Context: an optimization exercise on an open-source flow, tuned for small area, a short achievable clock period and few clock cycles. The choices shown serve that exercise and are no tape-out recipe. Only simulation tests tie the RTL to the original design; equivalence was not proved.

**design/flow/design.v**
```verilog
module INV_IP (
    input  [5:0] IN_P,
    input  [4:0] IN_X,
    output [5:0] OUT_INV
);
reg [5:0] lo, hi;
always @(*) begin
    case ({IN_P[4:1], IN_X[3:0]})
        {4'd1, 4'd1}: lo = 6'd1;
        {4'd2, 4'd1}: lo = 6'd1;
        {4'd2, 4'd2}: lo = 6'd3;
        {4'd3, 4'd1}: lo = 6'd1;
        {4'd3, 4'd2}: lo = 6'd4;
        {4'd3, 4'd3}: lo = 6'd5;
        {4'd5, 4'd1}: lo = 6'd4;
        {4'd5, 4'd2}: lo = 6'd2;
        {4'd5, 4'd3}: lo = 6'd5;
        {4'd5, 4'd4}: lo = 6'd1;
        {4'd5, 4'd5}: lo = 6'd3;
        {4'd6, 4'd1}: lo = 6'd1;
        {4'd6, 4'd2}: lo = 6'd7;
        {4'd6, 4'd3}: lo = 6'd9;
        {4'd6, 4'd4}: lo = 6'd10;
        {4'd6, 4'd5}: lo = 6'd8;
        {4'd6, 4'd6}: lo = 6'd11;
        {4'd8, 4'd1}: lo = 6'd16;
        {4'd8, 4'd2}: lo = 6'd8;
        {4'd8, 4'd3}: lo = 6'd11;
        {4'd8, 4'd4}: lo = 6'd4;
        {4'd8, 4'd5}: lo = 6'd10;
        {4'd8, 4'd6}: lo = 6'd14;
        {4'd8, 4'd7}: lo = 6'd12;
        {4'd8, 4'd8}: lo = 6'd2;
        {4'd9, 4'd1}: lo = 6'd11;
        {4'd9, 4'd2}: lo = 6'd15;
        {4'd9, 4'd3}: lo = 6'd10;
        {4'd9, 4'd4}: lo = 6'd17;
        {4'd9, 4'd5}: lo = 6'd6;
        {4'd9, 4'd6}: lo = 6'd5;
        {4'd9, 4'd7}: lo = 6'd7;
        {4'd9, 4'd8}: lo = 6'd18;
        {4'd9, 4'd9}: lo = 6'd16;
        {4'd11, 4'd1}: lo = 6'd2;
        {4'd11, 4'd2}: lo = 6'd1;
        {4'd11, 4'd3}: lo = 6'd16;
        {4'd11, 4'd4}: lo = 6'd12;
        {4'd11, 4'd5}: lo = 6'd5;
        {4'd11, 4'd6}: lo = 6'd8;
        {4'd11, 4'd7}: lo = 6'd20;
        {4'd11, 4'd8}: lo = 6'd6;
        {4'd11, 4'd9}: lo = 6'd13;
        {4'd11, 4'd10}: lo = 6'd14;
        {4'd11, 4'd11}: lo = 6'd19;
        {4'd14, 4'd1}: lo = 6'd7;
        {4'd14, 4'd2}: lo = 6'd18;
        {4'd14, 4'd3}: lo = 6'd12;
        {4'd14, 4'd4}: lo = 6'd9;
        {4'd14, 4'd5}: lo = 6'd13;
        {4'd14, 4'd6}: lo = 6'd6;
        {4'd14, 4'd7}: lo = 6'd1;
        {4'd14, 4'd8}: lo = 6'd19;
        {4'd14, 4'd9}: lo = 6'd4;
        {4'd14, 4'd10}: lo = 6'd21;
        {4'd14, 4'd11}: lo = 6'd27;
        {4'd14, 4'd12}: lo = 6'd3;
        {4'd14, 4'd13}: lo = 6'd5;
        {4'd14, 4'd14}: lo = 6'd15;
        {4'd15, 4'd1}: lo = 6'd4;
        {4'd15, 4'd2}: lo = 6'd2;
        {4'd15, 4'd3}: lo = 6'd22;
        {4'd15, 4'd4}: lo = 6'd1;
        {4'd15, 4'd5}: lo = 6'd7;
        {4'd15, 4'd6}: lo = 6'd11;
        {4'd15, 4'd7}: lo = 6'd5;
        {4'd15, 4'd8}: lo = 6'd16;
        {4'd15, 4'd9}: lo = 6'd28;
        {4'd15, 4'd10}: lo = 6'd19;
        {4'd15, 4'd11}: lo = 6'd6;
        {4'd15, 4'd12}: lo = 6'd21;
        {4'd15, 4'd13}: lo = 6'd17;
        {4'd15, 4'd14}: lo = 6'd18;
        {4'd15, 4'd15}: lo = 6'd23;
        default: lo = 6'd0;
    endcase
end
always @(*) begin
    case ({IN_P[4:1], IN_X})
        {4'd2, 5'd1}: hi = 6'd26;
        {4'd2, 5'd2}: hi = 6'd13;
        {4'd2, 5'd3}: hi = 6'd21;
        {4'd2, 5'd4}: hi = 6'd25;
        {4'd2, 5'd5}: hi = 6'd20;
        {4'd2, 5'd6}: hi = 6'd29;
        {4'd2, 5'd7}: hi = 6'd9;
        {4'd2, 5'd8}: hi = 6'd31;
        {4'd2, 5'd9}: hi = 6'd7;
        {4'd2, 5'd10}: hi = 6'd10;
        {4'd2, 5'd11}: hi = 6'd36;
        {4'd2, 5'd12}: hi = 6'd33;
        {4'd2, 5'd13}: hi = 6'd2;
        {4'd2, 5'd14}: hi = 6'd23;
        {4'd2, 5'd15}: hi = 6'd19;
        {4'd2, 5'd16}: hi = 6'd34;
        {4'd2, 5'd17}: hi = 6'd32;
        {4'd2, 5'd18}: hi = 6'd22;
        {4'd4, 5'd1}: hi = 6'd37;
        {4'd4, 5'd2}: hi = 6'd39;
        {4'd4, 5'd3}: hi = 6'd26;
        {4'd4, 5'd4}: hi = 6'd40;
        {4'd4, 5'd5}: hi = 6'd32;
        {4'd4, 5'd6}: hi = 6'd13;
        {4'd4, 5'd7}: hi = 6'd17;
        {4'd4, 5'd8}: hi = 6'd20;
        {4'd4, 5'd9}: hi = 6'd36;
        {4'd4, 5'd10}: hi = 6'd16;
        {4'd4, 5'd11}: hi = 6'd22;
        {4'd4, 5'd12}: hi = 6'd27;
        {4'd4, 5'd13}: hi = 6'd6;
        {4'd4, 5'd14}: hi = 6'd29;
        {4'd4, 5'd15}: hi = 6'd38;
        {4'd4, 5'd16}: hi = 6'd10;
        {4'd4, 5'd17}: hi = 6'd7;
        {4'd4, 5'd18}: hi = 6'd18;
        {4'd4, 5'd19}: hi = 6'd30;
        {4'd4, 5'd20}: hi = 6'd8;
        {4'd5, 5'd1}: hi = 6'd11;
        {4'd5, 5'd2}: hi = 6'd27;
        {4'd5, 5'd3}: hi = 6'd18;
        {4'd5, 5'd4}: hi = 6'd35;
        {4'd5, 5'd5}: hi = 6'd28;
        {4'd5, 5'd6}: hi = 6'd9;
        {4'd5, 5'd7}: hi = 6'd20;
        {4'd5, 5'd8}: hi = 6'd39;
        {4'd5, 5'd9}: hi = 6'd6;
        {4'd5, 5'd10}: hi = 6'd14;
        {4'd5, 5'd11}: hi = 6'd1;
        {4'd5, 5'd12}: hi = 6'd26;
        {4'd5, 5'd13}: hi = 6'd24;
        {4'd5, 5'd14}: hi = 6'd10;
        {4'd5, 5'd15}: hi = 6'd38;
        {4'd5, 5'd16}: hi = 6'd41;
        {4'd5, 5'd17}: hi = 6'd31;
        {4'd5, 5'd18}: hi = 6'd3;
        {4'd5, 5'd19}: hi = 6'd30;
        {4'd5, 5'd20}: hi = 6'd7;
        {4'd5, 5'd21}: hi = 6'd21;
        {4'd7, 5'd1}: hi = 6'd7;
        {4'd7, 5'd2}: hi = 6'd27;
        {4'd7, 5'd3}: hi = 6'd18;
        {4'd7, 5'd4}: hi = 6'd37;
        {4'd7, 5'd5}: hi = 6'd39;
        {4'd7, 5'd6}: hi = 6'd9;
        {4'd7, 5'd7}: hi = 6'd1;
        {4'd7, 5'd8}: hi = 6'd42;
        {4'd7, 5'd9}: hi = 6'd6;
        {4'd7, 5'd10}: hi = 6'd43;
        {4'd7, 5'd11}: hi = 6'd22;
        {4'd7, 5'd12}: hi = 6'd28;
        {4'd7, 5'd13}: hi = 6'd15;
        {4'd7, 5'd14}: hi = 6'd24;
        {4'd7, 5'd15}: hi = 6'd13;
        {4'd7, 5'd16}: hi = 6'd21;
        {4'd7, 5'd17}: hi = 6'd17;
        {4'd7, 5'd18}: hi = 6'd3;
        {4'd7, 5'd19}: hi = 6'd35;
        {4'd7, 5'd20}: hi = 6'd45;
        {4'd7, 5'd21}: hi = 6'd16;
        {4'd7, 5'd22}: hi = 6'd11;
        {4'd7, 5'd23}: hi = 6'd33;
        {4'd10, 5'd1}: hi = 6'd15;
        {4'd10, 5'd2}: hi = 6'd34;
        {4'd10, 5'd3}: hi = 6'd5;
        {4'd10, 5'd4}: hi = 6'd17;
        {4'd10, 5'd5}: hi = 6'd3;
        {4'd10, 5'd6}: hi = 6'd29;
        {4'd10, 5'd7}: hi = 6'd40;
        {4'd10, 5'd8}: hi = 6'd35;
        {4'd10, 5'd9}: hi = 6'd37;
        {4'd10, 5'd10}: hi = 6'd28;
        {4'd10, 5'd11}: hi = 6'd11;
        {4'd10, 5'd12}: hi = 6'd41;
        {4'd10, 5'd13}: hi = 6'd46;
        {4'd10, 5'd14}: hi = 6'd20;
        {4'd10, 5'd15}: hi = 6'd1;
        {4'd10, 5'd16}: hi = 6'd44;
        {4'd10, 5'd17}: hi = 6'd4;
        {4'd10, 5'd18}: hi = 6'd45;
        {4'd10, 5'd19}: hi = 6'd51;
        {4'd10, 5'd20}: hi = 6'd14;
        {4'd10, 5'd21}: hi = 6'd31;
        {4'd10, 5'd22}: hi = 6'd32;
        {4'd10, 5'd23}: hi = 6'd26;
        {4'd10, 5'd24}: hi = 6'd47;
        {4'd10, 5'd25}: hi = 6'd43;
        {4'd10, 5'd26}: hi = 6'd23;
        {4'd13, 5'd1}: hi = 6'd25;
        {4'd13, 5'd2}: hi = 6'd42;
        {4'd13, 5'd3}: hi = 6'd28;
        {4'd13, 5'd4}: hi = 6'd21;
        {4'd13, 5'd5}: hi = 6'd5;
        {4'd13, 5'd6}: hi = 6'd14;
        {4'd13, 5'd7}: hi = 6'd12;
        {4'd13, 5'd8}: hi = 6'd40;
        {4'd13, 5'd9}: hi = 6'd29;
        {4'd13, 5'd10}: hi = 6'd32;
        {4'd13, 5'd11}: hi = 6'd13;
        {4'd13, 5'd12}: hi = 6'd7;
        {4'd13, 5'd13}: hi = 6'd11;
        {4'd13, 5'd14}: hi = 6'd6;
        {4'd13, 5'd15}: hi = 6'd41;
        {4'd13, 5'd16}: hi = 6'd20;
        {4'd13, 5'd17}: hi = 6'd57;
        {4'd13, 5'd18}: hi = 6'd44;
        {4'd13, 5'd19}: hi = 6'd51;
        {4'd13, 5'd20}: hi = 6'd16;
        {4'd13, 5'd21}: hi = 6'd4;
        {4'd13, 5'd22}: hi = 6'd36;
        {4'd13, 5'd23}: hi = 6'd37;
        {4'd13, 5'd24}: hi = 6'd33;
        {4'd13, 5'd25}: hi = 6'd1;
        {4'd13, 5'd26}: hi = 6'd35;
        {4'd13, 5'd27}: hi = 6'd49;
        {4'd13, 5'd28}: hi = 6'd3;
        {4'd13, 5'd29}: hi = 6'd9;
        {4'd14, 5'd1}: hi = 6'd9;
        {4'd14, 5'd2}: hi = 6'd35;
        {4'd14, 5'd3}: hi = 6'd3;
        {4'd14, 5'd4}: hi = 6'd48;
        {4'd14, 5'd5}: hi = 6'd14;
        {4'd14, 5'd6}: hi = 6'd32;
        {4'd14, 5'd7}: hi = 6'd10;
        {4'd14, 5'd8}: hi = 6'd24;
        {4'd14, 5'd9}: hi = 6'd1;
        {4'd14, 5'd10}: hi = 6'd7;
        {4'd14, 5'd11}: hi = 6'd23;
        {4'd14, 5'd12}: hi = 6'd16;
        {4'd14, 5'd13}: hi = 6'd57;
        {4'd14, 5'd14}: hi = 6'd5;
        {4'd14, 5'd15}: hi = 6'd25;
        {4'd14, 5'd16}: hi = 6'd12;
        {4'd14, 5'd17}: hi = 6'd40;
        {4'd14, 5'd18}: hi = 6'd31;
        {4'd14, 5'd19}: hi = 6'd39;
        {4'd14, 5'd20}: hi = 6'd34;
        {4'd14, 5'd21}: hi = 6'd44;
        {4'd14, 5'd22}: hi = 6'd42;
        {4'd14, 5'd23}: hi = 6'd11;
        {4'd14, 5'd24}: hi = 6'd8;
        {4'd14, 5'd25}: hi = 6'd15;
        {4'd14, 5'd26}: hi = 6'd59;
        {4'd14, 5'd27}: hi = 6'd41;
        {4'd14, 5'd28}: hi = 6'd33;
        {4'd14, 5'd29}: hi = 6'd55;
        {4'd14, 5'd30}: hi = 6'd43;
        default: hi = 6'd0;
    endcase
end
assign OUT_INV = IN_P[5] ? hi : lo;
endmodule
module SQ_IP (
    input  [5:0] IN_P,
    input  [4:0] IN_F,
    output [5:0] OUT_SQ
);
reg [5:0] lo, hi;
always @(*) begin
    case ({IN_P[4:1], IN_F[3:0]})
        {4'd1, 4'd0}: lo = 6'd0;
        {4'd1, 4'd1}: lo = 6'd0;
        {4'd2, 4'd0}: lo = 6'd0;
        {4'd2, 4'd1}: lo = 6'd3;
        {4'd2, 4'd2}: lo = 6'd2;
        {4'd3, 4'd0}: lo = 6'd0;
        {4'd3, 4'd1}: lo = 6'd3;
        {4'd3, 4'd2}: lo = 6'd5;
        {4'd3, 4'd3}: lo = 6'd6;
        {4'd5, 4'd0}: lo = 6'd0;
        {4'd5, 4'd1}: lo = 6'd3;
        {4'd5, 4'd2}: lo = 6'd1;
        {4'd5, 4'd3}: lo = 6'd5;
        {4'd5, 4'd4}: lo = 6'd4;
        {4'd5, 4'd5}: lo = 6'd9;
        {4'd6, 4'd0}: lo = 6'd0;
        {4'd6, 4'd1}: lo = 6'd3;
        {4'd6, 4'd2}: lo = 6'd12;
        {4'd6, 4'd3}: lo = 6'd1;
        {4'd6, 4'd4}: lo = 6'd9;
        {4'd6, 4'd5}: lo = 6'd10;
        {4'd6, 4'd6}: lo = 6'd4;
        {4'd8, 4'd0}: lo = 6'd0;
        {4'd8, 4'd1}: lo = 6'd3;
        {4'd8, 4'd2}: lo = 6'd12;
        {4'd8, 4'd3}: lo = 6'd10;
        {4'd8, 4'd4}: lo = 6'd14;
        {4'd8, 4'd5}: lo = 6'd7;
        {4'd8, 4'd6}: lo = 6'd6;
        {4'd8, 4'd7}: lo = 6'd11;
        {4'd8, 4'd8}: lo = 6'd5;
        {4'd9, 4'd0}: lo = 6'd0;
        {4'd9, 4'd1}: lo = 6'd3;
        {4'd9, 4'd2}: lo = 6'd12;
        {4'd9, 4'd3}: lo = 6'd8;
        {4'd9, 4'd4}: lo = 6'd10;
        {4'd9, 4'd5}: lo = 6'd18;
        {4'd9, 4'd6}: lo = 6'd13;
        {4'd9, 4'd7}: lo = 6'd14;
        {4'd9, 4'd8}: lo = 6'd2;
        {4'd9, 4'd9}: lo = 6'd15;
        {4'd11, 4'd0}: lo = 6'd0;
        {4'd11, 4'd1}: lo = 6'd3;
        {4'd11, 4'd2}: lo = 6'd12;
        {4'd11, 4'd3}: lo = 6'd4;
        {4'd11, 4'd4}: lo = 6'd2;
        {4'd11, 4'd5}: lo = 6'd6;
        {4'd11, 4'd6}: lo = 6'd16;
        {4'd11, 4'd7}: lo = 6'd9;
        {4'd11, 4'd8}: lo = 6'd8;
        {4'd11, 4'd9}: lo = 6'd13;
        {4'd11, 4'd10}: lo = 6'd1;
        {4'd11, 4'd11}: lo = 6'd18;
        {4'd14, 4'd0}: lo = 6'd0;
        {4'd14, 4'd1}: lo = 6'd3;
        {4'd14, 4'd2}: lo = 6'd12;
        {4'd14, 4'd3}: lo = 6'd27;
        {4'd14, 4'd4}: lo = 6'd19;
        {4'd14, 4'd5}: lo = 6'd17;
        {4'd14, 4'd6}: lo = 6'd21;
        {4'd14, 4'd7}: lo = 6'd2;
        {4'd14, 4'd8}: lo = 6'd18;
        {4'd14, 4'd9}: lo = 6'd11;
        {4'd14, 4'd10}: lo = 6'd10;
        {4'd14, 4'd11}: lo = 6'd15;
        {4'd14, 4'd12}: lo = 6'd26;
        {4'd14, 4'd13}: lo = 6'd14;
        {4'd14, 4'd14}: lo = 6'd8;
        {4'd15, 4'd0}: lo = 6'd0;
        {4'd15, 4'd1}: lo = 6'd3;
        {4'd15, 4'd2}: lo = 6'd12;
        {4'd15, 4'd3}: lo = 6'd27;
        {4'd15, 4'd4}: lo = 6'd17;
        {4'd15, 4'd5}: lo = 6'd13;
        {4'd15, 4'd6}: lo = 6'd15;
        {4'd15, 4'd7}: lo = 6'd23;
        {4'd15, 4'd8}: lo = 6'd6;
        {4'd15, 4'd9}: lo = 6'd26;
        {4'd15, 4'd10}: lo = 6'd21;
        {4'd15, 4'd11}: lo = 6'd22;
        {4'd15, 4'd12}: lo = 6'd29;
        {4'd15, 4'd13}: lo = 6'd11;
        {4'd15, 4'd14}: lo = 6'd30;
        {4'd15, 4'd15}: lo = 6'd24;
        default: lo = 6'd0;
    endcase
end
always @(*) begin
    case ({IN_P[4:1], IN_F})
        {4'd2, 5'd0}: hi = 6'd0;
        {4'd2, 5'd1}: hi = 6'd3;
        {4'd2, 5'd2}: hi = 6'd12;
        {4'd2, 5'd3}: hi = 6'd27;
        {4'd2, 5'd4}: hi = 6'd11;
        {4'd2, 5'd5}: hi = 6'd1;
        {4'd2, 5'd6}: hi = 6'd34;
        {4'd2, 5'd7}: hi = 6'd36;
        {4'd2, 5'd8}: hi = 6'd7;
        {4'd2, 5'd9}: hi = 6'd21;
        {4'd2, 5'd10}: hi = 6'd4;
        {4'd2, 5'd11}: hi = 6'd30;
        {4'd2, 5'd12}: hi = 6'd25;
        {4'd2, 5'd13}: hi = 6'd26;
        {4'd2, 5'd14}: hi = 6'd33;
        {4'd2, 5'd15}: hi = 6'd9;
        {4'd2, 5'd16}: hi = 6'd28;
        {4'd2, 5'd17}: hi = 6'd16;
        {4'd2, 5'd18}: hi = 6'd10;
        {4'd4, 5'd0}: hi = 6'd0;
        {4'd4, 5'd1}: hi = 6'd3;
        {4'd4, 5'd2}: hi = 6'd12;
        {4'd4, 5'd3}: hi = 6'd27;
        {4'd4, 5'd4}: hi = 6'd7;
        {4'd4, 5'd5}: hi = 6'd34;
        {4'd4, 5'd6}: hi = 6'd26;
        {4'd4, 5'd7}: hi = 6'd24;
        {4'd4, 5'd8}: hi = 6'd28;
        {4'd4, 5'd9}: hi = 6'd38;
        {4'd4, 5'd10}: hi = 6'd13;
        {4'd4, 5'd11}: hi = 6'd35;
        {4'd4, 5'd12}: hi = 6'd22;
        {4'd4, 5'd13}: hi = 6'd15;
        {4'd4, 5'd14}: hi = 6'd14;
        {4'd4, 5'd15}: hi = 6'd19;
        {4'd4, 5'd16}: hi = 6'd30;
        {4'd4, 5'd17}: hi = 6'd6;
        {4'd4, 5'd18}: hi = 6'd29;
        {4'd4, 5'd19}: hi = 6'd17;
        {4'd4, 5'd20}: hi = 6'd11;
        {4'd5, 5'd0}: hi = 6'd0;
        {4'd5, 5'd1}: hi = 6'd3;
        {4'd5, 5'd2}: hi = 6'd12;
        {4'd5, 5'd3}: hi = 6'd27;
        {4'd5, 5'd4}: hi = 6'd5;
        {4'd5, 5'd5}: hi = 6'd32;
        {4'd5, 5'd6}: hi = 6'd22;
        {4'd5, 5'd7}: hi = 6'd18;
        {4'd5, 5'd8}: hi = 6'd20;
        {4'd5, 5'd9}: hi = 6'd28;
        {4'd5, 5'd10}: hi = 6'd42;
        {4'd5, 5'd11}: hi = 6'd19;
        {4'd5, 5'd12}: hi = 6'd2;
        {4'd5, 5'd13}: hi = 6'd34;
        {4'd5, 5'd14}: hi = 6'd29;
        {4'd5, 5'd15}: hi = 6'd30;
        {4'd5, 5'd16}: hi = 6'd37;
        {4'd5, 5'd17}: hi = 6'd7;
        {4'd5, 5'd18}: hi = 6'd26;
        {4'd5, 5'd19}: hi = 6'd8;
        {4'd5, 5'd20}: hi = 6'd39;
        {4'd5, 5'd21}: hi = 6'd33;
        {4'd7, 5'd0}: hi = 6'd0;
        {4'd7, 5'd1}: hi = 6'd3;
        {4'd7, 5'd2}: hi = 6'd12;
        {4'd7, 5'd3}: hi = 6'd27;
        {4'd7, 5'd4}: hi = 6'd1;
        {4'd7, 5'd5}: hi = 6'd28;
        {4'd7, 5'd6}: hi = 6'd14;
        {4'd7, 5'd7}: hi = 6'd6;
        {4'd7, 5'd8}: hi = 6'd4;
        {4'd7, 5'd9}: hi = 6'd8;
        {4'd7, 5'd10}: hi = 6'd18;
        {4'd7, 5'd11}: hi = 6'd34;
        {4'd7, 5'd12}: hi = 6'd9;
        {4'd7, 5'd13}: hi = 6'd37;
        {4'd7, 5'd14}: hi = 6'd24;
        {4'd7, 5'd15}: hi = 6'd17;
        {4'd7, 5'd16}: hi = 6'd16;
        {4'd7, 5'd17}: hi = 6'd21;
        {4'd7, 5'd18}: hi = 6'd32;
        {4'd7, 5'd19}: hi = 6'd2;
        {4'd7, 5'd20}: hi = 6'd25;
        {4'd7, 5'd21}: hi = 6'd7;
        {4'd7, 5'd22}: hi = 6'd42;
        {4'd7, 5'd23}: hi = 6'd36;
        {4'd10, 5'd0}: hi = 6'd0;
        {4'd10, 5'd1}: hi = 6'd3;
        {4'd10, 5'd2}: hi = 6'd12;
        {4'd10, 5'd3}: hi = 6'd27;
        {4'd10, 5'd4}: hi = 6'd48;
        {4'd10, 5'd5}: hi = 6'd22;
        {4'd10, 5'd6}: hi = 6'd2;
        {4'd10, 5'd7}: hi = 6'd41;
        {4'd10, 5'd8}: hi = 6'd33;
        {4'd10, 5'd9}: hi = 6'd31;
        {4'd10, 5'd10}: hi = 6'd35;
        {4'd10, 5'd11}: hi = 6'd45;
        {4'd10, 5'd12}: hi = 6'd8;
        {4'd10, 5'd13}: hi = 6'd30;
        {4'd10, 5'd14}: hi = 6'd5;
        {4'd10, 5'd15}: hi = 6'd39;
        {4'd10, 5'd16}: hi = 6'd26;
        {4'd10, 5'd17}: hi = 6'd19;
        {4'd10, 5'd18}: hi = 6'd18;
        {4'd10, 5'd19}: hi = 6'd23;
        {4'd10, 5'd20}: hi = 6'd34;
        {4'd10, 5'd21}: hi = 6'd51;
        {4'd10, 5'd22}: hi = 6'd21;
        {4'd10, 5'd23}: hi = 6'd50;
        {4'd10, 5'd24}: hi = 6'd32;
        {4'd10, 5'd25}: hi = 6'd20;
        {4'd10, 5'd26}: hi = 6'd14;
        {4'd13, 5'd0}: hi = 6'd0;
        {4'd13, 5'd1}: hi = 6'd3;
        {4'd13, 5'd2}: hi = 6'd12;
        {4'd13, 5'd3}: hi = 6'd27;
        {4'd13, 5'd4}: hi = 6'd48;
        {4'd13, 5'd5}: hi = 6'd16;
        {4'd13, 5'd6}: hi = 6'd49;
        {4'd13, 5'd7}: hi = 6'd29;
        {4'd13, 5'd8}: hi = 6'd15;
        {4'd13, 5'd9}: hi = 6'd7;
        {4'd13, 5'd10}: hi = 6'd5;
        {4'd13, 5'd11}: hi = 6'd9;
        {4'd13, 5'd12}: hi = 6'd19;
        {4'd13, 5'd13}: hi = 6'd35;
        {4'd13, 5'd14}: hi = 6'd57;
        {4'd13, 5'd15}: hi = 6'd26;
        {4'd13, 5'd16}: hi = 6'd1;
        {4'd13, 5'd17}: hi = 6'd41;
        {4'd13, 5'd18}: hi = 6'd28;
        {4'd13, 5'd19}: hi = 6'd21;
        {4'd13, 5'd20}: hi = 6'd20;
        {4'd13, 5'd21}: hi = 6'd25;
        {4'd13, 5'd22}: hi = 6'd36;
        {4'd13, 5'd23}: hi = 6'd53;
        {4'd13, 5'd24}: hi = 6'd17;
        {4'd13, 5'd25}: hi = 6'd46;
        {4'd13, 5'd26}: hi = 6'd22;
        {4'd13, 5'd27}: hi = 6'd4;
        {4'd13, 5'd28}: hi = 6'd51;
        {4'd13, 5'd29}: hi = 6'd45;
        {4'd14, 5'd0}: hi = 6'd0;
        {4'd14, 5'd1}: hi = 6'd3;
        {4'd14, 5'd2}: hi = 6'd12;
        {4'd14, 5'd3}: hi = 6'd27;
        {4'd14, 5'd4}: hi = 6'd48;
        {4'd14, 5'd5}: hi = 6'd14;
        {4'd14, 5'd6}: hi = 6'd47;
        {4'd14, 5'd7}: hi = 6'd25;
        {4'd14, 5'd8}: hi = 6'd9;
        {4'd14, 5'd9}: hi = 6'd60;
        {4'd14, 5'd10}: hi = 6'd56;
        {4'd14, 5'd11}: hi = 6'd58;
        {4'd14, 5'd12}: hi = 6'd5;
        {4'd14, 5'd13}: hi = 6'd19;
        {4'd14, 5'd14}: hi = 6'd39;
        {4'd14, 5'd15}: hi = 6'd4;
        {4'd14, 5'd16}: hi = 6'd36;
        {4'd14, 5'd17}: hi = 6'd13;
        {4'd14, 5'd18}: hi = 6'd57;
        {4'd14, 5'd19}: hi = 6'd46;
        {4'd14, 5'd20}: hi = 6'd41;
        {4'd14, 5'd21}: hi = 6'd42;
        {4'd14, 5'd22}: hi = 6'd49;
        {4'd14, 5'd23}: hi = 6'd1;
        {4'd14, 5'd24}: hi = 6'd20;
        {4'd14, 5'd25}: hi = 6'd45;
        {4'd14, 5'd26}: hi = 6'd15;
        {4'd14, 5'd27}: hi = 6'd52;
        {4'd14, 5'd28}: hi = 6'd34;
        {4'd14, 5'd29}: hi = 6'd22;
        {4'd14, 5'd30}: hi = 6'd16;
        default: hi = 6'd0;
    endcase
end
assign OUT_SQ = IN_P[5] ? hi : lo;
endmodule
module SQ1_IP (
    input  [5:0] IN_P,
    input  [4:0] IN_F,
    output [5:0] OUT_SQ
);
reg [5:0] lo, hi;
always @(*) begin
    case ({IN_P[4:1], IN_F[3:0]})
        {4'd1, 4'd0}: lo = 6'd0;
        {4'd1, 4'd1}: lo = 6'd1;
        {4'd2, 4'd0}: lo = 6'd0;
        {4'd2, 4'd1}: lo = 6'd1;
        {4'd2, 4'd2}: lo = 6'd4;
        {4'd3, 4'd0}: lo = 6'd0;
        {4'd3, 4'd1}: lo = 6'd1;
        {4'd3, 4'd2}: lo = 6'd4;
        {4'd3, 4'd3}: lo = 6'd2;
        {4'd5, 4'd0}: lo = 6'd0;
        {4'd5, 4'd1}: lo = 6'd3;
        {4'd5, 4'd2}: lo = 6'd1;
        {4'd5, 4'd3}: lo = 6'd5;
        {4'd5, 4'd4}: lo = 6'd4;
        {4'd5, 4'd5}: lo = 6'd9;
        {4'd6, 4'd0}: lo = 6'd0;
        {4'd6, 4'd1}: lo = 6'd1;
        {4'd6, 4'd2}: lo = 6'd4;
        {4'd6, 4'd3}: lo = 6'd9;
        {4'd6, 4'd4}: lo = 6'd3;
        {4'd6, 4'd5}: lo = 6'd12;
        {4'd6, 4'd6}: lo = 6'd10;
        {4'd8, 4'd0}: lo = 6'd0;
        {4'd8, 4'd1}: lo = 6'd16;
        {4'd8, 4'd2}: lo = 6'd13;
        {4'd8, 4'd3}: lo = 6'd8;
        {4'd8, 4'd4}: lo = 6'd1;
        {4'd8, 4'd5}: lo = 6'd9;
        {4'd8, 4'd6}: lo = 6'd15;
        {4'd8, 4'd7}: lo = 6'd2;
        {4'd8, 4'd8}: lo = 6'd4;
        {4'd9, 4'd0}: lo = 6'd0;
        {4'd9, 4'd1}: lo = 6'd7;
        {4'd9, 4'd2}: lo = 6'd9;
        {4'd9, 4'd3}: lo = 6'd6;
        {4'd9, 4'd4}: lo = 6'd17;
        {4'd9, 4'd5}: lo = 6'd4;
        {4'd9, 4'd6}: lo = 6'd5;
        {4'd9, 4'd7}: lo = 6'd1;
        {4'd9, 4'd8}: lo = 6'd11;
        {4'd9, 4'd9}: lo = 6'd16;
        {4'd11, 4'd0}: lo = 6'd0;
        {4'd11, 4'd1}: lo = 6'd12;
        {4'd11, 4'd2}: lo = 6'd2;
        {4'd11, 4'd3}: lo = 6'd16;
        {4'd11, 4'd4}: lo = 6'd8;
        {4'd11, 4'd5}: lo = 6'd1;
        {4'd11, 4'd6}: lo = 6'd18;
        {4'd11, 4'd7}: lo = 6'd13;
        {4'd11, 4'd8}: lo = 6'd9;
        {4'd11, 4'd9}: lo = 6'd6;
        {4'd11, 4'd10}: lo = 6'd4;
        {4'd11, 4'd11}: lo = 6'd3;
        {4'd14, 4'd0}: lo = 6'd0;
        {4'd14, 4'd1}: lo = 6'd25;
        {4'd14, 4'd2}: lo = 6'd13;
        {4'd14, 4'd3}: lo = 6'd22;
        {4'd14, 4'd4}: lo = 6'd23;
        {4'd14, 4'd5}: lo = 6'd16;
        {4'd14, 4'd6}: lo = 6'd1;
        {4'd14, 4'd7}: lo = 6'd7;
        {4'd14, 4'd8}: lo = 6'd5;
        {4'd14, 4'd9}: lo = 6'd24;
        {4'd14, 4'd10}: lo = 6'd6;
        {4'd14, 4'd11}: lo = 6'd9;
        {4'd14, 4'd12}: lo = 6'd4;
        {4'd14, 4'd13}: lo = 6'd20;
        {4'd14, 4'd14}: lo = 6'd28;
        {4'd15, 4'd0}: lo = 6'd0;
        {4'd15, 4'd1}: lo = 6'd8;
        {4'd15, 4'd2}: lo = 6'd1;
        {4'd15, 4'd3}: lo = 6'd10;
        {4'd15, 4'd4}: lo = 6'd4;
        {4'd15, 4'd5}: lo = 6'd14;
        {4'd15, 4'd6}: lo = 6'd9;
        {4'd15, 4'd7}: lo = 6'd20;
        {4'd15, 4'd8}: lo = 6'd16;
        {4'd15, 4'd9}: lo = 6'd28;
        {4'd15, 4'd10}: lo = 6'd25;
        {4'd15, 4'd11}: lo = 6'd7;
        {4'd15, 4'd12}: lo = 6'd5;
        {4'd15, 4'd13}: lo = 6'd19;
        {4'd15, 4'd14}: lo = 6'd18;
        {4'd15, 4'd15}: lo = 6'd2;
        default: lo = 6'd0;
    endcase
end
always @(*) begin
    case ({IN_P[4:1], IN_F})
        {4'd2, 5'd0}: hi = 6'd0;
        {4'd2, 5'd1}: hi = 6'd10;
        {4'd2, 5'd2}: hi = 6'd3;
        {4'd2, 5'd3}: hi = 6'd16;
        {4'd2, 5'd4}: hi = 6'd12;
        {4'd2, 5'd5}: hi = 6'd28;
        {4'd2, 5'd6}: hi = 6'd27;
        {4'd2, 5'd7}: hi = 6'd9;
        {4'd2, 5'd8}: hi = 6'd11;
        {4'd2, 5'd9}: hi = 6'd33;
        {4'd2, 5'd10}: hi = 6'd1;
        {4'd2, 5'd11}: hi = 6'd26;
        {4'd2, 5'd12}: hi = 6'd34;
        {4'd2, 5'd13}: hi = 6'd25;
        {4'd2, 5'd14}: hi = 6'd36;
        {4'd2, 5'd15}: hi = 6'd30;
        {4'd2, 5'd16}: hi = 6'd7;
        {4'd2, 5'd17}: hi = 6'd4;
        {4'd2, 5'd18}: hi = 6'd21;
        {4'd4, 5'd0}: hi = 6'd0;
        {4'd4, 5'd1}: hi = 6'd10;
        {4'd4, 5'd2}: hi = 6'd40;
        {4'd4, 5'd3}: hi = 6'd8;
        {4'd4, 5'd4}: hi = 6'd37;
        {4'd4, 5'd5}: hi = 6'd4;
        {4'd4, 5'd6}: hi = 6'd32;
        {4'd4, 5'd7}: hi = 6'd39;
        {4'd4, 5'd8}: hi = 6'd25;
        {4'd4, 5'd9}: hi = 6'd31;
        {4'd4, 5'd10}: hi = 6'd16;
        {4'd4, 5'd11}: hi = 6'd21;
        {4'd4, 5'd12}: hi = 6'd5;
        {4'd4, 5'd13}: hi = 6'd9;
        {4'd4, 5'd14}: hi = 6'd33;
        {4'd4, 5'd15}: hi = 6'd36;
        {4'd4, 5'd16}: hi = 6'd18;
        {4'd4, 5'd17}: hi = 6'd20;
        {4'd4, 5'd18}: hi = 6'd1;
        {4'd4, 5'd19}: hi = 6'd2;
        {4'd4, 5'd20}: hi = 6'd23;
        {4'd5, 5'd0}: hi = 6'd0;
        {4'd5, 5'd1}: hi = 6'd4;
        {4'd5, 5'd2}: hi = 6'd16;
        {4'd5, 5'd3}: hi = 6'd36;
        {4'd5, 5'd4}: hi = 6'd21;
        {4'd5, 5'd5}: hi = 6'd14;
        {4'd5, 5'd6}: hi = 6'd15;
        {4'd5, 5'd7}: hi = 6'd24;
        {4'd5, 5'd8}: hi = 6'd41;
        {4'd5, 5'd9}: hi = 6'd23;
        {4'd5, 5'd10}: hi = 6'd13;
        {4'd5, 5'd11}: hi = 6'd11;
        {4'd5, 5'd12}: hi = 6'd17;
        {4'd5, 5'd13}: hi = 6'd31;
        {4'd5, 5'd14}: hi = 6'd10;
        {4'd5, 5'd15}: hi = 6'd40;
        {4'd5, 5'd16}: hi = 6'd35;
        {4'd5, 5'd17}: hi = 6'd38;
        {4'd5, 5'd18}: hi = 6'd6;
        {4'd5, 5'd19}: hi = 6'd25;
        {4'd5, 5'd20}: hi = 6'd9;
        {4'd5, 5'd21}: hi = 6'd1;
        {4'd7, 5'd0}: hi = 6'd0;
        {4'd7, 5'd1}: hi = 6'd27;
        {4'd7, 5'd2}: hi = 6'd14;
        {4'd7, 5'd3}: hi = 6'd8;
        {4'd7, 5'd4}: hi = 6'd9;
        {4'd7, 5'd5}: hi = 6'd17;
        {4'd7, 5'd6}: hi = 6'd32;
        {4'd7, 5'd7}: hi = 6'd7;
        {4'd7, 5'd8}: hi = 6'd36;
        {4'd7, 5'd9}: hi = 6'd25;
        {4'd7, 5'd10}: hi = 6'd21;
        {4'd7, 5'd11}: hi = 6'd24;
        {4'd7, 5'd12}: hi = 6'd34;
        {4'd7, 5'd13}: hi = 6'd4;
        {4'd7, 5'd14}: hi = 6'd28;
        {4'd7, 5'd15}: hi = 6'd12;
        {4'd7, 5'd16}: hi = 6'd3;
        {4'd7, 5'd17}: hi = 6'd1;
        {4'd7, 5'd18}: hi = 6'd6;
        {4'd7, 5'd19}: hi = 6'd18;
        {4'd7, 5'd20}: hi = 6'd37;
        {4'd7, 5'd21}: hi = 6'd16;
        {4'd7, 5'd22}: hi = 6'd2;
        {4'd7, 5'd23}: hi = 6'd42;
        {4'd10, 5'd0}: hi = 6'd0;
        {4'd10, 5'd1}: hi = 6'd46;
        {4'd10, 5'd2}: hi = 6'd25;
        {4'd10, 5'd3}: hi = 6'd43;
        {4'd10, 5'd4}: hi = 6'd47;
        {4'd10, 5'd5}: hi = 6'd37;
        {4'd10, 5'd6}: hi = 6'd13;
        {4'd10, 5'd7}: hi = 6'd28;
        {4'd10, 5'd8}: hi = 6'd29;
        {4'd10, 5'd9}: hi = 6'd16;
        {4'd10, 5'd10}: hi = 6'd42;
        {4'd10, 5'd11}: hi = 6'd1;
        {4'd10, 5'd12}: hi = 6'd52;
        {4'd10, 5'd13}: hi = 6'd36;
        {4'd10, 5'd14}: hi = 6'd6;
        {4'd10, 5'd15}: hi = 6'd15;
        {4'd10, 5'd16}: hi = 6'd10;
        {4'd10, 5'd17}: hi = 6'd44;
        {4'd10, 5'd18}: hi = 6'd11;
        {4'd10, 5'd19}: hi = 6'd17;
        {4'd10, 5'd20}: hi = 6'd9;
        {4'd10, 5'd21}: hi = 6'd40;
        {4'd10, 5'd22}: hi = 6'd4;
        {4'd10, 5'd23}: hi = 6'd7;
        {4'd10, 5'd24}: hi = 6'd49;
        {4'd10, 5'd25}: hi = 6'd24;
        {4'd10, 5'd26}: hi = 6'd38;
        {4'd13, 5'd0}: hi = 6'd0;
        {4'd13, 5'd1}: hi = 6'd26;
        {4'd13, 5'd2}: hi = 6'd45;
        {4'd13, 5'd3}: hi = 6'd57;
        {4'd13, 5'd4}: hi = 6'd3;
        {4'd13, 5'd5}: hi = 6'd1;
        {4'd13, 5'd6}: hi = 6'd51;
        {4'd13, 5'd7}: hi = 6'd35;
        {4'd13, 5'd8}: hi = 6'd12;
        {4'd13, 5'd9}: hi = 6'd41;
        {4'd13, 5'd10}: hi = 6'd4;
        {4'd13, 5'd11}: hi = 6'd19;
        {4'd13, 5'd12}: hi = 6'd27;
        {4'd13, 5'd13}: hi = 6'd28;
        {4'd13, 5'd14}: hi = 6'd22;
        {4'd13, 5'd15}: hi = 6'd9;
        {4'd13, 5'd16}: hi = 6'd48;
        {4'd13, 5'd17}: hi = 6'd21;
        {4'd13, 5'd18}: hi = 6'd46;
        {4'd13, 5'd19}: hi = 6'd5;
        {4'd13, 5'd20}: hi = 6'd16;
        {4'd13, 5'd21}: hi = 6'd20;
        {4'd13, 5'd22}: hi = 6'd17;
        {4'd13, 5'd23}: hi = 6'd7;
        {4'd13, 5'd24}: hi = 6'd49;
        {4'd13, 5'd25}: hi = 6'd25;
        {4'd13, 5'd26}: hi = 6'd53;
        {4'd13, 5'd27}: hi = 6'd15;
        {4'd13, 5'd28}: hi = 6'd29;
        {4'd13, 5'd29}: hi = 6'd36;
        {4'd14, 5'd0}: hi = 6'd0;
        {4'd14, 5'd1}: hi = 6'd34;
        {4'd14, 5'd2}: hi = 6'd14;
        {4'd14, 5'd3}: hi = 6'd1;
        {4'd14, 5'd4}: hi = 6'd56;
        {4'd14, 5'd5}: hi = 6'd57;
        {4'd14, 5'd6}: hi = 6'd4;
        {4'd14, 5'd7}: hi = 6'd19;
        {4'd14, 5'd8}: hi = 6'd41;
        {4'd14, 5'd9}: hi = 6'd9;
        {4'd14, 5'd10}: hi = 6'd45;
        {4'd14, 5'd11}: hi = 6'd27;
        {4'd14, 5'd12}: hi = 6'd16;
        {4'd14, 5'd13}: hi = 6'd12;
        {4'd14, 5'd14}: hi = 6'd15;
        {4'd14, 5'd15}: hi = 6'd25;
        {4'd14, 5'd16}: hi = 6'd42;
        {4'd14, 5'd17}: hi = 6'd5;
        {4'd14, 5'd18}: hi = 6'd36;
        {4'd14, 5'd19}: hi = 6'd13;
        {4'd14, 5'd20}: hi = 6'd58;
        {4'd14, 5'd21}: hi = 6'd49;
        {4'd14, 5'd22}: hi = 6'd47;
        {4'd14, 5'd23}: hi = 6'd52;
        {4'd14, 5'd24}: hi = 6'd3;
        {4'd14, 5'd25}: hi = 6'd22;
        {4'd14, 5'd26}: hi = 6'd48;
        {4'd14, 5'd27}: hi = 6'd20;
        {4'd14, 5'd28}: hi = 6'd60;
        {4'd14, 5'd29}: hi = 6'd46;
        {4'd14, 5'd30}: hi = 6'd39;
        default: hi = 6'd0;
    endcase
end
assign OUT_SQ = IN_P[5] ? hi : lo;
endmodule
module EC_TOP(
    clk, rst_n, in_valid,
    in_Px, in_Py, in_Qx, in_Qy, in_prime, in_a,
    out_valid, out_Rx, out_Ry
);
input clk, rst_n, in_valid;
input [5:0] in_Px, in_Py, in_Qx, in_Qy, in_prime, in_a;
output reg out_valid;
output [5:0] out_Rx, out_Ry;
wire [5:0] p = in_prime;
wire dbl = (in_Px == in_Qx) && (in_Py == in_Qy);
wire [7:0] p3 = {p, 1'b0} + p;                               
wire [6:0] fc, fp;
wire       fge;
ec_sub7 u_fc(.a({2'b0, p[5:1]}), .b(in_Px), .ge(fge), .d(fc));
ec_sub7 u_fp(.a({1'b0, p}), .b(in_Px), .ge(), .d(fp));
wire [4:0] pf = fge ? in_Px[4:0] : fp[4:0];         
wire [5:0] sq3;
SQ_IP u_sqt(.IN_P(p), .IN_F(pf), .OUT_SQ(sq3));
wire [6:0] n3 = sq3 + in_a;                          
wire [5:0] numD, numA, num;
wire [6:0] n3d;
wire       n3ge;
ec_sub7 u_r1(.a(n3), .b(p), .ge(n3ge), .d(n3d));
assign numD = n3ge ? n3d[5:0] : n3[5:0];
ec_subm u_na(.a(in_Qy), .b(in_Py), .p(p), .r(numA));
assign num = dbl ? numD : numA;
wire [6:0] py2;
wire       py2ge;
wire [5:0] denD, denA, den;
ec_sub7 u_py2(.a({in_Py, 1'b0}), .b(p), .ge(py2ge), .d(py2));
assign denD = py2ge ? py2[5:0] : {in_Py[4:0], 1'b0};
ec_subm u_da(.a(in_Qx), .b(in_Px), .p(p), .r(denA));
assign den = dbl ? denD : denA;
wire [6:0] hc, pd;
wire       hge;
ec_sub7 u_hc(.a({2'b0, p[5:1]}), .b(den), .ge(hge), .d(hc));
wire       neg = ~hge;                       
ec_sub7 u_pd(.a({1'b0, p}), .b(den), .ge(), .d(pd));
wire [4:0] dh = neg ? pd[4:0] : den[4:0];    
wire [5:0] im;
INV_IP u_inv(.IN_P(p), .IN_X(dh), .OUT_INV(im));
wire [12:0] prod;
wire [5:0]  sm;
ec_muladd u_mu(.a(num), .b(im), .c(13'd0), .y(prod));
ec_mred4  u_r2(.n(prod), .p(p), .p3(p3), .r(sm));
wire [7:0] e3 = {1'b0, in_Px, 1'b0} + in_Qx;                 
wire [5:0] e;
ec_qstep #(0) u_e(.n({1'b0, e3}), .p(p), .p3(p3), .r(e));
wire [6:0] pq, c2;
wire [6:0] pmy;
ec_add #(7) u_pq(.a({1'b0, in_Px}), .b({1'b0, in_Qx}), .cin(1'b0), .s(pq), .co());
ec_add #(7) u_c2(.a({p, 1'b0}), .b(~pq), .cin(1'b1), .s(c2), .co());     
ec_sub7     u_pm(.a({1'b0, p}), .b(in_Py), .ge(), .d(pmy));              
reg [5:0]  s_r, e_r, d_r, p_r;
reg [6:0]  c_r;
reg       n_r;
always @(posedge clk) begin
    n_r  <= neg;
    s_r  <= sm;
    e_r  <= e;
    c_r  <= c2;
    d_r  <= pmy[5:0];
    p_r  <= in_prime;
end
always @(posedge clk or negedge rst_n)
    if (!rst_n) out_valid <= 1'b0;
    else        out_valid <= in_valid;
wire [12:0] ys;
wire [5:0]  t;
wire [7:0] p3_r = {p_r, 1'b0} + p_r;                         
wire [6:0] sc, sp;
wire       sge;
ec_sub7 u_sc(.a({2'b0, p_r[5:1]}), .b(s_r), .ge(sge), .d(sc));
ec_sub7 u_sp(.a({1'b0, p_r}), .b(s_r), .ge(), .d(sp));
wire [4:0] sf = sge ? s_r[4:0] : sp[4:0];
wire [5:0] w;
SQ1_IP u_sq1(.IN_P(p_r), .IN_F(sf), .OUT_SQ(w));
wire [7:0] wc = w + c_r;                                      
ec_qstep #(0) u_x0(.n({1'b0, wc}), .p(p_r), .p3(p3_r), .r(out_Rx));
ec_subn   u_t (.a(e_r), .b(w), .p(p_r), .neg(n_r), .r(t));   
wire [7:0] s3_r = {s_r, 1'b0} + s_r;                         
wire [7:0] ym;
ec_muladd4 u_ys(.a(s_r), .a3(s3_r), .b(t), .c({1'b0, d_r, 6'd0}), .y(ys));
ec_redc4  u_ry(.n(ys), .p(p_r), .p3(p3_r), .r(ym));          
ec_qstep #(0) u_y0(.n({1'b0, ym}), .p(p_r), .p3(p3_r), .r(out_Ry));
endmodule
module ec_add #(parameter W = 8) (
    input  [W-1:0] a, b,
    input          cin,
    output [W-1:0] s,
    output         co
);
assign {co, s} = a + b + cin;
endmodule
module ec_sub7 (
    input  [6:0] a,
    input  [5:0] b,
    output       ge,
    output [6:0] d
);
ec_add #(7) u(.a(a), .b({1'b1, ~b}), .cin(1'b1), .s(d), .co(ge));
endmodule
module ec_qstep #(parameter K = 4) (
    input  [K+8:0] n,
    input  [5:0]   p,
    input  [7:0]   p3,
    output [K+5:0] r
);
wire [7:0] w = n[K +: 8];
wire [8:0] d1 = {1'b0, w} - {3'b0, p};
wire [8:0] d2 = {1'b0, w} - {2'b0, p, 1'b0};
wire [8:0] d3 = {1'b0, w} - {1'b0, p3};
wire [5:0] q  = !d3[8] ? d3[5:0] : !d2[8] ? d2[5:0] : !d1[8] ? d1[5:0] : w[5:0];
generate
    if (K > 0) begin : g_lo
        assign r = {q, n[K-1:0]};
    end else begin : g_lo0
        assign r = q;
    end
endgenerate
endmodule
module ec_redc4 (
    input  [12:0] n,
    input  [5:0]  p,
    input  [7:0]  p3,
    output [7:0]  r
);
wire [13:0] v [0:3];              
assign v[0] = {1'b0, n};
genvar j;
generate
    for (j = 0; j < 3; j = j + 1) begin : g_st
        wire [1:0] b  = v[j][2*j +: 2];
        wire [1:0] bp = b * p[1:0];
        wire [1:0] q  = 2'd0 - bp;
        wire [7:0] qp = (q == 2'd3) ? p3 : (q == 2'd2) ? {1'b0, p, 1'b0} : (q == 2'd1) ? {2'b0, p} : 8'd0;
        assign v[j+1] = v[j] + ({6'd0, qp} << (2 * j));
    end
endgenerate
assign r = v[3][13:6];
endmodule
module ec_mred4 (
    input  [12:0] n,
    input  [5:0]  p,
    input  [7:0]  p3,
    output [5:0]  r
);
wire [12:0] v [0:3];              
assign v[0] = n;
genvar j;
generate
    for (j = 0; j < 3; j = j + 1) begin : g_st
        wire [1:0] b  = v[j][2*j +: 2];
        wire [1:0] bp = b * p[1:0];
        wire [1:0] q  = 2'd0 - bp;
        wire [7:0] qp = (q == 2'd3) ? p3 : (q == 2'd2) ? {1'b0, p, 1'b0} : (q == 2'd1) ? {2'b0, p} : 8'd0;
        assign v[j+1] = v[j] + ({5'd0, qp} << (2 * j));
    end
endgenerate
wire [6:0] u = v[3][12:6];       
wire [6:0] d;
wire       ge;
ec_sub7 uc(.a(u), .b(p), .ge(ge), .d(d));
assign r = ge ? d[5:0] : u[5:0];
endmodule
module ec_subm (
    input  [5:0] a, b, p,
    output [5:0] r
);
wire [6:0] d;
wire       ge;
wire [5:0] dp;
ec_sub7 u0(.a({1'b0, a}), .b(b), .ge(ge), .d(d));
ec_add #(6) u1(.a(d[5:0]), .b(p), .cin(1'b0), .s(dp), .co());
assign r = ge ? d[5:0] : dp;
endmodule
module ec_subn (
    input  [5:0] a, b, p,
    input        neg,
    output [5:0] r
);
wire [6:0] d;
wire [5:0] dp;
ec_add #(7) u0(.a({1'b0, a} ^ {7{neg}}), .b(~{1'b0, b} ^ {7{neg}}), .cin(1'b1), .s(d), .co());
ec_add #(6) u1(.a(d[5:0]), .b(p), .cin(1'b0), .s(dp), .co());
assign r = d[6] ? dp : d[5:0];
endmodule
module ec_muladd4 (
    input  [5:0]  a,
    input  [7:0]  a3,
    input  [5:0]  b,
    input  [12:0] c,
    output [12:0] y
);
wire [12:0] acc [0:3];            
assign acc[0] = c;
genvar i;
generate
    for (i = 0; i < 3; i = i + 1) begin : g_row
        wire [1:0]  d  = b[2*i +: 2];
        wire [7:0]  m  = (d == 2'd3) ? a3 : (d == 2'd2) ? {1'b0, a, 1'b0} : (d == 2'd1) ? {2'b0, a} : 8'd0;
        wire [12:0] pp = {5'd0, m} << (2 * i);
        ec_add #(13) u(.a(acc[i]), .b(pp), .cin(1'b0), .s(acc[i+1]), .co());
    end
endgenerate
assign y = acc[3];
endmodule
module ec_muladd (
    input  [5:0]  a, b,
    input  [12:0] c,
    output [12:0] y
);
wire [11:0] acc [0:6];            
assign acc[0] = c[11:0];
genvar i;
generate
    for (i = 0; i < 6; i = i + 1) begin : g_row
        wire [11:0] pp = {6'd0, a & {6{b[i]}}} << i;
        ec_add #(12) u(.a(acc[i]), .b(pp), .cin(1'b0), .s(acc[i+1]), .co());
    end
endgenerate
assign y = {1'b0, acc[6]};
endmodule
```
**design/flow/flow/run.sh**
```bash
#!/bin/bash
# The standard layout (the standard.sh), with these changes:
# - synthesis maps Yosys's carry-lookahead cells ($lcu) to ripple carry
#   (flow/ripple_lcu.v) instead of ORFS's Kogge-Stone map, which makes the
#   many small adders of this design about a fifth smaller;
# - every port is still buffered, with the smallest buffer cell;
# - the clock tree uses mid-sized clock buffers and no dummy loads (there are
#   only a few dozen flip-flops);
# - timing repair aims for MARGIN ns of setup slack, a few ns above what the
#   layout reaches without it, so that the resizer speeds up the slowest
#   paths (the clock period and constraints are unchanged).
set -euo pipefail
MARGIN=48
export SYNTH_OPERATIONS_ARGS="-extra-map $PWD/flow/ripple_lcu.v"
export BUFFER_PORTS_ARGS="-buffer_cell sky130_fd_sc_hd__buf_1"
export CTS_ARGS="-sink_clustering_enable -repair_clock_nets -dont_use_dummy_load -root_buf sky130_fd_sc_hd__clkbuf_8 -buf_list sky130_fd_sc_hd__clkbuf_8"
bash standard.sh SETUP_SLACK_MARGIN=$MARGIN finish > standard.log 2>&1
```
**design/flow/flow/ripple_lcu.v**
```verilog
(* techmap_celltype = "$lcu" *)
module _80_lcu_ripple (P, G, CI, CO);
	parameter WIDTH = 2;

	(* force_downto *)
	input [WIDTH-1:0] P, G;
	input CI;

	(* force_downto *)
	output [WIDTH-1:0] CO;

	integer i;
	(* force_downto *)
	reg [WIDTH-1:0] c;

	wire [1023:0] _TECHMAP_DO_ = "proc; opt -fast";

	always @* begin
		c[0] = G[0] | (P[0] & CI);
		for (i = 1; i < WIDTH; i = i + 1)
			c[i] = G[i] | (P[i] & c[i - 1]);
	end

	assign CO = c;
endmodule
```
**design/flow/standard.sh**
```bash
#!/bin/bash
# synth_recipe.tcl (not shown) runs the flow's synth.tcl, then flattens the netlist and writes it again
# the make line also repeats each setting of config.mk as NAME=value (left out here)
make -C /OpenROAD-flow-scripts/flow DESIGN_CONFIG=/design/flow/config.mk WORK_HOME=/design/flow/orfs CLKGATE_MAP_FILE= SYNTH_SCRIPT=/design/flow/synth_recipe.tcl "${@:-finish}"
```
**design/flow/config.mk**
```make
export PLATFORM = sky130hd
export DESIGN_NAME = EC_TOP
export DESIGN_NICKNAME = EC_TOP
export VERILOG_FILES = /design/flow/design.v
export SDC_FILE = /design/flow/constraint.sdc
export NUM_CORES = 4
export LEC_CHECK = 0
export ABC_AREA = 1
export CAP_MARGIN = 20
export CORE_MARGIN = 2
export CORE_UTILIZATION = 30
export PLACE_DENSITY = 0.5
export SLEW_MARGIN = 20
```
**design/flow/constraint.sdc**
```tcl
create_clock -name core_clock -period 80.0 [get_ports {clk}]
set_input_delay 16.0000 -clock core_clock [delete_from_list [all_inputs] [get_ports {clk}]]
set_output_delay 16.0000 -clock core_clock [all_outputs]
set_load 0.01 [all_outputs]
```
==> results of run 1 <==
==> registers in the layout, summed over array words and instances (netlist names) <==
signal,count
d_r,6
c_r,7
e_r,6
p_r,6
n_r,1
out_valid,1
s_r,6
==> metal layers <==
layer / routed length [um] / vias up / GRT usage [%]
li1: - / 8571 / -
met1: 29490 / 9271 / 31.72
met2: 33820 / 1470 / 39.56
met3: 7530 / 366 / 3.589
met4: 4195 / 6 / 10.93
met5: 36 / - / 0
==> cells in the final DEF (no fill, tap or decap), types with 25 or more instances in the layout <==
master	Yosys	layout
o21ai_1	19	25
buf_1	8	44
o221ai_1	29	27
o211ai_1	43	43
o21ai_0	230	213
fa_1	210	192
nand3_1	167	166
buf_4	4	81
inv_1	415	400
a21oi_1	137	131
nand2_1	497	477
nand2_2	22	38
nor2_1	191	166
dfxtp_1	32	26
ha_1	137	135
a31oi_1	25	25
o22ai_1	26	26
==> critical path, delay by kind of cell <==
family / cells / cell delay (ns)
adder cells (fa/ha/maj): 29 / 11.15
AO/OA/AOI/OAI: 12 / 1.65
buffers and inverters: 17 / 1.64
AND/OR/NAND/NOR: 10 / 1.17
==> worst max-delay path by stage <==
stage | start | end | slack [ns]
final | in_prime[0] | s_r[5]$_DFF_P_ | 48.57
after global routing | p_r[0]$_DFF_P_ | out_Ry[1] | 47.93
after CTS | s_r[2]$_DFF_P_ | out_Ry[4] | 48.01
after detailed placement | p_r[0]$_DFF_P_ | out_Ry[0] | 46.39
after global placement | p_r[0]$_DFF_P_ | out_Ry[0] | 46.71
after floorplan | p_r[0]$_DFF_P_ | out_Ry[0] | 48.73
==> logic make-up (layout without fill, tap and decap cells) <==
group	Yosys count	after routing	synth area share, %
AO/OA/AOI/OAI	631	631	22.52
XOR/XNOR	28	28	1.440
adder cells (fa/ha/maj)	347	347	34.76
buffers and inverters	549	604	12.62
flip-flops	33	33	3.909
multiplexers	7	7	0.4115
AND/OR/NAND/NOR	957	958	24.34
==> metrics by stage <==
step / utilization, % / hold WS [ns] / instance area, um^2
global route: 34.47 / 15.44 / 19400
floorplan: - / 15.70 / 17030
global placement: 31.94 / 15.76 / 17980
finish: 34.47 / 15.44 / 19400
detailed placement: 31.94 / 15.77 / 17980
CTS: 32.81 / 15.43 / 18460
==> area by class of cell <==
| class | count | share of cell area, % |
|---|---|---|
| Multi-Input combinational cell | 1971 | 75.83 |
| Tap cell | 756 | 4.876 |
| Sequential cell | 33 | 3.534 |
| Timing Repair inverter | 2 | 0.05160 |
| Timing Repair Buffer | 155 | 6.411 |
| Clock buffer | 5 | 0.3547 |
| Inverter | 442 | 8.939 |
==> timing repair <==
action,CTS,global route
cloned,3,9
buffers inserted,13,46
endpoints found under the setup margin,12,12
gates resized for setup,82,137
pin swaps,5,32
==> impl_metrics.toml, run 1 <==
[detailed_routing]
num_vias = 19684
via_per_inst = 5.851
drcViolationCount = 0
drt_iter0_markers = 2740
drtAntennaViolNets = 0
routedWlPerCell_um = 22.32
routed_wirelength_um = 75080
drt-pass1-iter-count = 15

[synthesis]
ys_types = 63
seq_area_frac_synth_pct = 3.909
synth-edff-count = 0
synth_warnings = 8
synth.net_count = 2938
synth_ff_type = "dfxtp_1"
async_reset_ff_share_pct = 3.030
yosysTopAreaCell = "fa_1"
syn_area_um2 = 17030
synthCells = 2552
ys_seq_elements = 33
synthTopCellsByCount = "nand2_1, inv_1, o21ai_0"
avgSynthCellArea_um2 = 6.672
synth.most_common_cell = "nand2_1"
netlist.area_leader.share_pct = 24.69
synth_area_leaders = "fa_1, nand2_1, ha_1"

[worst_setup_path]
slowest_stage = "fa_1"
crit_fanout = 43
crit_type = "in2reg"
crit_required_ns = 80.23
worst-endpoint-arrival_ns = 31.66
crit_path_frequent_cell = "fa_1"
startpoint_type = "input pin"
max_stage_delay_ns = 0.53
cp-end-kind = "register"

[timing]
finalHoldViolations = 0
finalSetupViolCount = 0
max_slew_margin_pct = 37.70
fin_crit_sh_pct = 39.29
tightestPinTransition_ns = 0.9310
finalCriticalPeriod_ns = 31.43
max_freq_mhz = 31.82
tns_ns = 0
grt_setup_unrepaired = "no"
drv_slew = 0
finalWorstSetupSlack_ns = 48.57

[final_layout]
finalNonFillerCells = 3364
syn_to_final_growth_pct = 13.93
final_layout_size_suffix_gt1_share_pct = 12.08
fin_nets = 2996
regArea_um2 = 685.7
multi_input_area_um2 = 14710
antenna_cells = 0
n_fill_cell = 6138

[placement]
portBuffers = 51
dpl_worst_slack_ns = 46.39
place_inst = 3288
gp_congestion = 1.054
dp.final_hpwl_um = 54520

[floorplanning]
initial_core_util_pct = 30.26
fp-row-count = 87
ios = 52
die_area_um2 = 58680
die_x_um = 242.2
coreArea_um2 = 56280
fp.dieH_um = 242.2

[clock_tree]
ctsHoldBuffers = 0
cts_tree = "done"
clock_sinks = 33
htreeDepth = 2
clk_path_buf_depth = 2
cts_buffers = 5
clk_pin_slew_ns = 0.08
root_buffer = "clkbuf_8"

[global_route]
overflow = 0
track_usage_pct = 24.25
grt_max_degree = 48
grt_pass1_vias = 18811
antenna_found_initial = 3
grt_first_pass_wirelength_um = 112100

[status]
status = "no timing/DRC/antenna violations"

[job]
maxCapViolations = 0

[worst_hold_path]
hold_path.class = "in2async"
Testbench counts, summed over its fixed seeds: cycles 1,600.
==> inputs of run 2 (changes only) <==
--- a/design/flow/flow/run.sh
+++ b/design/flow/flow/run.sh
@@ -10,7 +10,7 @@
 #   layout reaches without it, so that the resizer speeds up the slowest
 #   paths (the clock period and constraints are unchanged).
 set -euo pipefail
-MARGIN=48
+MARGIN=44
 export SYNTH_OPERATIONS_ARGS="-extra-map $PWD/flow/ripple_lcu.v"
 export BUFFER_PORTS_ARGS="-buffer_cell sky130_fd_sc_hd__buf_1"
 export CTS_ARGS="-sink_clustering_enable -repair_clock_nets -dont_use_dummy_load -root_buf sky130_fd_sc_hd__clkbuf_8 -buf_list sky130_fd_sc_hd__clkbuf_8"
==> run 2 against run 1 <==
Against the previous run: still clean on timing, DRC and antenna; clock-buffer cell count unchanged; global-route usage is 0.30 points lower; highest routed layer unchanged; utilization shrank 2.4 points; critical path type is now reg2out; synthesized area did not move.
==> impl_metrics.toml, run 2 <==
[synthesis]
synth_warnings = 8
synthTopCellsByCount = "nand2_1, inv_1, o21ai_0"
synth.most_common_cell = "nand2_1"
synth.net_count = 2938
ys_seq_elements = 33
synth-edff-count = 0
syn_area_um2 = 17030
yosysTopAreaCell = "fa_1"
synth_ff_type = "dfxtp_1"
avgSynthCellArea_um2 = 6.672
ys_types = 63
async_reset_ff_share_pct = 3.030
seq_area_frac_synth_pct = 3.909
synth_area_leaders = "fa_1, nand2_1, ha_1"
netlist.area_leader.share_pct = 24.69
synthCells = 2552

[final_layout]
syn_to_final_growth_pct = 6.011
largest_register_ffs = 7
multi_input_area_um2 = 14240
n_fill_cell = 6248
final_layout_size_suffix_gt1_share_pct = 4.809
final_common_cell = "nand2_1"
top_register = "c_r"
layout_common_cells = "nand2_1, inv_1, o21ai_0, fa_1, nor2_1"
fin_nets = 2925
regArea_um2 = 665.6

[status]
status = "no timing/DRC/antenna violations"

[floorplanning]
die_x_um = 242.2
fp.dieH_um = 242.2
die_area_um2 = 58680
coreArea_um2 = 56280
initial_core_util_pct = 30.26
fp-row-count = 87
ios = 52

[clock_tree]
root_buffer = "clkbuf_8"
cts_tree = "done"
clock_sinks = 33
clk_path_buf_depth = 2
cts_buffers = 5
cts_resized = 0
cts_setup_buffers = 0
htreeDepth = 2
ctsHoldBuffers = 0
clk_pin_slew_ns = 0.08

[global_route]
antenna_found_initial = 4
grt_pass1_vias = 18664
grt_max_degree = 54
grt_first_pass_wirelength_um = 110900
track_usage_pct = 23.96
overflow = 0

[timing]
fin_crit_sh_pct = 42.74
tightestPinTransition_ns = 1.005
max_slew_margin_pct = 32.12
max_freq_mhz = 29.25
drv_slew = 0
grt_setup_unrepaired = "no"
finalHoldViolations = 0
finalWorstSetupSlack_ns = 45.81
finalCriticalPeriod_ns = 34.19
tns_ns = 0
hold_slack_ns = 15.44
finalSetupViolCount = 0

[detailed_routing]
drcViolationCount = 0
drtAntennaViolNets = 0
via_per_inst = 5.782
drt-pass1-iter-count = 6
routed_wirelength_um = 72110
num_vias = 19053
routedWlPerCell_um = 21.88
drt_iter0_markers = 2481

[worst_setup_path]
crit_required_ns = 64.00
crit_type = "reg2out"
worst-endpoint-arrival_ns = 18.19
slowest_stage = "fa_1"
startpoint_type = "register"
max_stage_delay_ns = 0.54
crit_path_frequent_cell = "fa_1"
cp-end-kind = "output port"
crit_fanout = 53

[placement]
gp_congestion = 1.054
dpl_worst_slack_ns = 46.39
dp.final_hpwl_um = 54520
portBuffers = 51

[worst_hold_path]
hold_path.class = "in2async"

[job]
maxCapViolations = 0
==> run 2: cell counts after synthesis <==
No cell type changed its count.
==> run 2: how the worst max path moves through the flow <==
stage,from,end,slack [ns],cells after the start
after global routing,p_r[0]$_DFF_P_,out_Ry[1],44.45,79
after detailed placement,p_r[0]$_DFF_P_,out_Ry[0],46.39,72
after floorplan,p_r[0]$_DFF_P_,out_Ry[0],48.73,74
after CTS,p_r[0]$_DFF_P_,out_Ry[0],46.04,72
final,p_r[0]$_DFF_P_,out_Ry[1],45.81,79
after global placement,p_r[0]$_DFF_P_,out_Ry[0],46.71,72
==> run 2: layer usage <==
metal / GRT usage (%) / vias up / share of wire (%)
li1: - / 8434 / -
met1: 31.45 / 9096 / 41
met2: 39.06 / 1235 / 45
met3: 3.279 / 284 / 9.1
met4: 10.97 / 4 / 5.2
met5: 0 / - / 0.028
==> run 2: stage by stage <==
step,std cells,utilization (%),area (um^2)
2_1_floorplan,2552,-,17030
3_3_place_gp,3288,31.94,17980
3_5_place_dp,3288,31.94,17980
4_1_cts,3293,32.07,18050
5_1_grt,3293,32.07,18050
6_report,3295,32.07,18050
==> run 2: cell families (layout without fill, tap and decap cells) <==
kind of cell	count (synthesis)	count (layout)	synth area share, %
AND/OR/NAND/NOR	957	957	24.34
AO/OA/AOI/OAI	631	631	22.52
buffers and inverters	549	534	12.62
adder cells (fa/ha/maj)	347	347	34.76
flip-flops	33	33	3.909
XOR/XNOR	28	28	1.440
multiplexers	7	7	0.4115
other	0	2	0
==> run 2: area by class of cell <==
type                    count  area share [%]
diodes                      2         0.02773
clock buffers               5          0.3812
inverters                 442           9.205
multi-input cells        1970           78.87
flip-flops and latches     33           3.688
well taps                 756           5.240
repair buffers             87           2.585
==> run 2: worst max-delay path, delay by kind of cell (launching register included) <==
kind	cells	cell delay, ns
AND/OR/NAND/NOR	15	2.01
XOR/XNOR	2	0.39
flip-flops	1	0.46
adder cells (fa/ha/maj)	25	9.17
AO/OA/AOI/OAI	18	2.63
buffers and inverters	18	2.74
multiplexers	1	0.44

port drivers added, routing unchanged:
The results above use ideal ports. As a check the final layouts listed here were re-extracted and re-timed, cells and wires unchanged.
Step 1 sets driving cells, clkbuf_16 on the clock port and buf_2 on the other inputs (assumed; they add their load-dependent delay and slew).
Step 2 also shifts input and output timing later by t, the mid clock arrival at the registers, as if the neighbouring blocks saw the same clock.
Slacks: no drivers / after step 1 / after step 2; pairs: no drivers / after step 1.
run	t, ns	setup WS [ns]	hold slack, ns	latest minus earliest clock arrival (ns)
run 1	0.318	48.570 / 48.558 / 48.240	15.442 / 15.436 / 15.754	0.024 / 0.024
run 2	0.321	45.808 / 45.778 / 46.099	15.437 / 15.430 / 15.751	0.028 / 0.028
After both steps setup and hold are still met in every run listed. The setup slack of run 1, which loses most, moves by -0.012 ns with the drivers and by -0.330 ns with both steps.
